Context: an optimization exercise on an open-source flow, tuned for small area and a short achievable clock period. The choices shown serve that exercise and are no tape-out recipe. Function was checked by simulation only, so behaviour that the tests miss may differ from the original.

run A:
Design CS, start of the top module:
module CS(Y, X, reset, clk);
input clk, reset;
input [7:0] X;
output [9:0] Y;
reg [7:0] w [1:9];      
reg [9:1] v;            
reg [7:0] M;            
reg [3:0] R;            
reg [9:1] sel;          
reg [35:0] g;           
function integer idx;   
    input integer i, j;
    idx = (i - 1) * 9 - (i * (i - 1)) / 2 + (j - i) - 1;
endfunction
function [4:0] mod9t;
    input [7:0] v;
    mod9t = {3'b0, v[7:6]} + {2'b0, v[2:0]} + {2'b0, ~v[5:3]};
endfunction
function [4:0] mod9p;
    input [7:0] v;
    mod9p = {v[7:6], 3'b0} - {3'b0, v[7:6]} + {2'b0, v[5:3]};
endfunction
wire [7:0] x9 = v[9] ? w[9] : 8'd0;
wire [4:0] t9 = mod9t(x9);
wire [4:0] p9 = mod9p(x9);
wire t9_lo = t9 < 5'd7;                       
wire t9_hi = t9 > 5'd15;                      
wire [4:0] r9 = t9_lo ? t9 + 5'd2 : t9_hi ? t9 - 5'd16 : t9 - 5'd7;    
wire [7:0] B = M - {3'd0, p9} - {7'd0, t9_hi} + {7'd0, t9_lo} - 8'd2;  
wire [3:0] E = 4'd8 - r9[3:0];
wire [4:0] tx = mod9t(X);
wire [4:0] px = mod9p(X);
wire [5:0] z = {2'b0, R} + {2'b0, E} + {1'b0, tx};
wire [2:0] kp = (z < 6'd6) ? 3'd0 : (z < 6'd15) ? 3'd1 : (z < 6'd24) ? 3'd2 :
                (z < 6'd33) ? 3'd3 : 3'd4;
wire [5:0] Rz = z + 6'd3 - {kp, 3'b0} - {3'b0, kp};
wire [7:0] M_nxt = B + {3'd0, px} + {5'd0, kp};
wire [3:0] R_nxt = Rz[3:0];
  ...
Size: about 970 cells after synthesis, ~7300 um2 of cells after synthesis.
==> module CS, before the edit <==
module CS(Y, X, reset, clk);
input clk, reset;
input [7:0] X;
output [9:0] Y;
reg [7:0] w [1:9];      
reg [9:1] v;            
reg [7:0] M;            
reg [3:0] R;            
reg [9:1] sel;          
reg [35:0] g;           
function integer idx;   
    input integer i, j;
    idx = (i - 1) * 9 - (i * (i - 1)) / 2 + (j - i) - 1;
endfunction
function [4:0] mod9t;
    input [7:0] v;
    mod9t = {3'b0, v[7:6]} + {2'b0, v[2:0]} + {2'b0, ~v[5:3]};
endfunction
function [4:0] mod9p;
    input [7:0] v;
    mod9p = {v[7:6], 3'b0} - {3'b0, v[7:6]} + {2'b0, v[5:3]};
endfunction
wire [7:0] x9 = v[9] ? w[9] : 8'd0;
wire [4:0] t9 = mod9t(x9);
wire [4:0] p9 = mod9p(x9);
wire t9_lo = t9 < 5'd7;                       
wire t9_hi = t9 > 5'd15;                      
wire [4:0] r9 = t9_lo ? t9 + 5'd2 : t9_hi ? t9 - 5'd16 : t9 - 5'd7;    
wire [7:0] B = M - {3'd0, p9} - {7'd0, t9_hi} + {7'd0, t9_lo} - 8'd2;  
wire [3:0] E = 4'd8 - r9[3:0];
wire [4:0] tx = mod9t(X);
wire [4:0] px = mod9p(X);
wire [5:0] z = {2'b0, R} + {2'b0, E} + {1'b0, tx};
wire [2:0] kp = (z < 6'd6) ? 3'd0 : (z < 6'd15) ? 3'd1 : (z < 6'd24) ? 3'd2 :
                (z < 6'd33) ? 3'd3 : 3'd4;
wire [5:0] Rz = z + 6'd3 - {kp, 3'b0} - {3'b0, kp};
wire [7:0] M_nxt = B + {3'd0, px} + {5'd0, kp};
wire [3:0] R_nxt = Rz[3:0];
wire [9:1] v_nxt = reset ? 9'd0 : {v[8:1], 1'b1};
wire [7:0] M_new = reset ? 8'd0 : M_nxt;
wire [7:0] wn [1:9];    
assign wn[1] = X;
genvar gi;
generate
    for (gi = 2; gi <= 9; gi = gi + 1) begin : shift
        assign wn[gi] = w[gi-1];
    end
endgenerate
wire [9:1] q_nxt;       
wire [35:0] g_nxt;      
wire [9:1] sel_nxt;
genvar gj;
generate
    for (gi = 1; gi <= 9; gi = gi + 1) begin : qual
        assign q_nxt[gi] = v_nxt[gi] & (wn[gi] <= M_new);
    end
    for (gj = 2; gj <= 9; gj = gj + 1) begin : order_new
        assign g_nxt[idx(1, gj)] = (X >= w[gj-1]);
    end
    for (gi = 1; gi <= 7; gi = gi + 1) begin : order_old
        for (gj = gi + 1; gj <= 8; gj = gj + 1) begin : pair
            assign g_nxt[idx(gi + 1, gj + 1)] = g[idx(gi, gj)];
        end
    end
    for (gi = 1; gi <= 9; gi = gi + 1) begin : pick
        wire [9:1] ok;
        for (gj = 1; gj <= 9; gj = gj + 1) begin : other
            if (gj < gi) begin : older
                assign ok[gj] = ~q_nxt[gj] | ~g_nxt[idx(gj, gi)];
            end else if (gj > gi) begin : newer
                assign ok[gj] = ~q_nxt[gj] | g_nxt[idx(gi, gj)];
            end else begin : self
                assign ok[gj] = q_nxt[gj];
            end
        end
        assign sel_nxt[gi] = &ok;
    end
endgenerate
integer k2;
always @(posedge clk) begin
    if (reset) begin
        M <= 8'd0;
        R <= 4'd0;
    end else begin
        M <= M_nxt;
        R <= R_nxt;
    end
    v <= v_nxt;
    sel <= sel_nxt;
    g <= g_nxt;
    for (k2 = 1; k2 <= 9; k2 = k2 + 1) w[k2] <= wn[k2];
end
reg [7:0] A;
integer m;
always @* begin
    A = 8'd0;
    for (m = 1; m <= 9; m = m + 1) A = A | (w[m] & {8{sel[m]}});
end
wire [8:0] U = {1'b0, M} + {1'b0, A};
wire [9:0] T = {1'b0, U} + {6'd0, R};
assign Y = {1'b0, U} + {3'd0, T[9:3]};
endmodule
Settings: LEC_CHECK=0, CAP_MARGIN=20, CORE_MARGIN=2, CORE_UTILIZATION=40, SLEW_MARGIN=20; clock period 16.0 ns.
standard.sh (not shown) runs the stock make flow with config.mk's settings and CLKGATE_MAP_FILE= SYNTH_SCRIPT=/design/flow/synth_recipe.tcl, a recipe that flattens the netlist after the stock synthesis.
==> flow/flow/run.sh <==
#!/bin/bash
# Own layout flow: the standard ORFS flow (standard.sh), with
#  - synthesis mapped by an area-oriented ABC script (flow/abc.script) and
#    without extracting full/half-adder cells,
#  - a setup margin so that repair_timing aims below the clock period.
# Each step's full output goes to its own log file in this folder.
set -uo pipefail
SYNTH_VARS="ABC_AREA=1 ADDER_MAP_FILE= ABC_CLOCK_PERIOD_IN_PS=5000 SYNTH_OPERATIONS_ARGS=-noabc"
LAYOUT_VARS=(SETUP_SLACK_MARGIN=7.5 "BUFFER_PORTS_ARGS=-buffer_cell sky130_fd_sc_hd__buf_2" "CTS_ARGS=-sink_clustering_enable -repair_clock_nets -dont_use_dummy_load -sink_clustering_size 30 -sink_clustering_max_diameter 100 -buf_list sky130_fd_sc_hd__clkbuf_8 -root_buf sky130_fd_sc_hd__clkbuf_16")
rm -rf myscripts
cp -r "$FLOW_HOME/scripts" myscripts
cp flow/abc.script myscripts/abc_area.script
bash standard.sh SCRIPTS_DIR="$PWD/myscripts" $SYNTH_VARS synth > synth.log 2>&1 || exit 1
bash standard.sh "${LAYOUT_VARS[@]}" finish > layout.log 2>&1 || exit 1
==> flow/flow/abc.script <==
strash
dc2
dch -f
map -a
topo
stime -c
buffer -c
upsize -c
dnsize -c
diff inputs: run A => run B
==> flow/design.v <==
`timescale 1ns/10ps
module CS(Y, X, reset, clk);
input clk, reset;
input [7:0] X;
output [9:0] Y;
reg [7:0] w [1:9];      
reg [9:1] v;            
reg [11:0] S;           
reg [9:1] sel;          
reg [35:0] g;           
function integer idx;   
    input integer i, j;
    idx = (i - 1) * 9 - (i * (i - 1)) / 2 + (j - i) - 1;
endfunction
wire [7:0] x9 = v[9] ? w[9] : 8'd0;
wire [11:0] P = S - {4'd0, x9};               
wire [11:0] S_nxt = P + {4'd0, X};
wire [9:1] v_nxt = reset ? 9'd0 : {v[8:1], 1'b1};
wire [7:0] wn [1:9];    
assign wn[1] = X;
genvar gi, gj;
generate
    for (gi = 2; gi <= 9; gi = gi + 1) begin : shift
        assign wn[gi] = w[gi-1];
    end
endgenerate
wire [9:1] q_nxt;       
wire [35:0] g_nxt;      
wire [9:1] sel_nxt;
generate
    assign q_nxt[1] = v_nxt[1] & ({1'b0, X, 3'd0} <= {1'b0, P});
    for (gi = 2; gi <= 9; gi = gi + 1) begin : qual
        wire [11:0] w9x = {1'b0, wn[gi], 3'd0} + {4'd0, wn[gi]};
        assign q_nxt[gi] = v_nxt[gi] & (w9x <= S_nxt);
    end
    for (gj = 2; gj <= 9; gj = gj + 1) begin : order_new
        assign g_nxt[idx(1, gj)] = (X >= w[gj-1]);
    end
    for (gi = 1; gi <= 7; gi = gi + 1) begin : order_old
        for (gj = gi + 1; gj <= 8; gj = gj + 1) begin : pair
            assign g_nxt[idx(gi + 1, gj + 1)] = g[idx(gi, gj)];
        end
    end
    for (gi = 1; gi <= 9; gi = gi + 1) begin : pick
        wire [9:1] ok;
        for (gj = 1; gj <= 9; gj = gj + 1) begin : other
            if (gj < gi) begin : older
                assign ok[gj] = ~q_nxt[gj] | ~g_nxt[idx(gj, gi)];
            end else if (gj > gi) begin : newer
                assign ok[gj] = ~q_nxt[gj] | g_nxt[idx(gi, gj)];
            end else begin : self
                assign ok[gj] = q_nxt[gj];
            end
        end
        assign sel_nxt[gi] = &ok;
    end
endgenerate
integer k2;
always @(posedge clk) begin
    if (reset) S <= 12'd0;
    else S <= S_nxt;
    v <= v_nxt;
    sel <= sel_nxt;
    g <= g_nxt;
    for (k2 = 1; k2 <= 9; k2 = k2 + 1) w[k2] <= wn[k2];
end
reg [7:0] A;
integer m;
always @* begin
    A = 8'd0;
    for (m = 1; m <= 9; m = m + 1) A = A | (w[m] & {8{sel[m]}});
end
wire [12:0] YS = {1'b0, S} + {2'b0, A, 3'd0} + {5'd0, A};
assign Y = YS[12:3];
endmodule
Findings:
[compare] base=run A new=run B: count of clock-buffer cells in the layout has remained practically unchanged, max-slew headroom at the worst pin now larger, critical path depth -about 50%, proportion of layout cells with a drive suffix above 1 went down, minimum period implied by the final worst setup slack moved down.
Final worst hold slack up 0.0061 ns in run B wrt run A
Diff run A -> run B | first-pass GRT wire length | up by more than a quarter
NOTE: area growth from synthesis to final layout in run B falls short of that of run A
Fmax delta (run B − run A): favourable
On wire length: between run A and run B, it ends up higher for run B.
[run B] total cell area at the placement stage rose 12% relative to run A
Of the two candidates, run A has the better summed area of non-filler cells in the final layout and run B the worse one.

[re-timing with driven ports]
No port has a modelled driver above. Below, the same layouts with a new extraction and two added sets of constraints.
Step 1, drivers: a clkbuf_16 drives clk and a buf_2 each remaining input, both assumed.
Step 2 times the ports against the registers' clock, not the clock port: input delays grow and output delays shrink by t, the midpoint of the rising clock arrivals with the driver on.
a / b / c = no drivers / after step 1 / after step 2; a / b = the first two.
| run | t (ns) | setup WS [ns] | worst register clock-pin slew, ns | worst data-port slew with drivers (ns) | pins driven straight from the clock port |
|---|---|---|---|---|---|
| run A | 0.403 | 7.642 / 7.621 / 7.218 | 0.07 / 0.07 | 0.06 | 1 |
| run B | 0.420 | 7.940 / 7.891 / 8.311 | 0.09 / 0.09 | 0.03 | 1 |
After both steps setup and hold are still met in every run listed. For run A, which loses most, drivers alone change the setup slack by -0.021 ns; drivers and shift together by -0.424 ns.
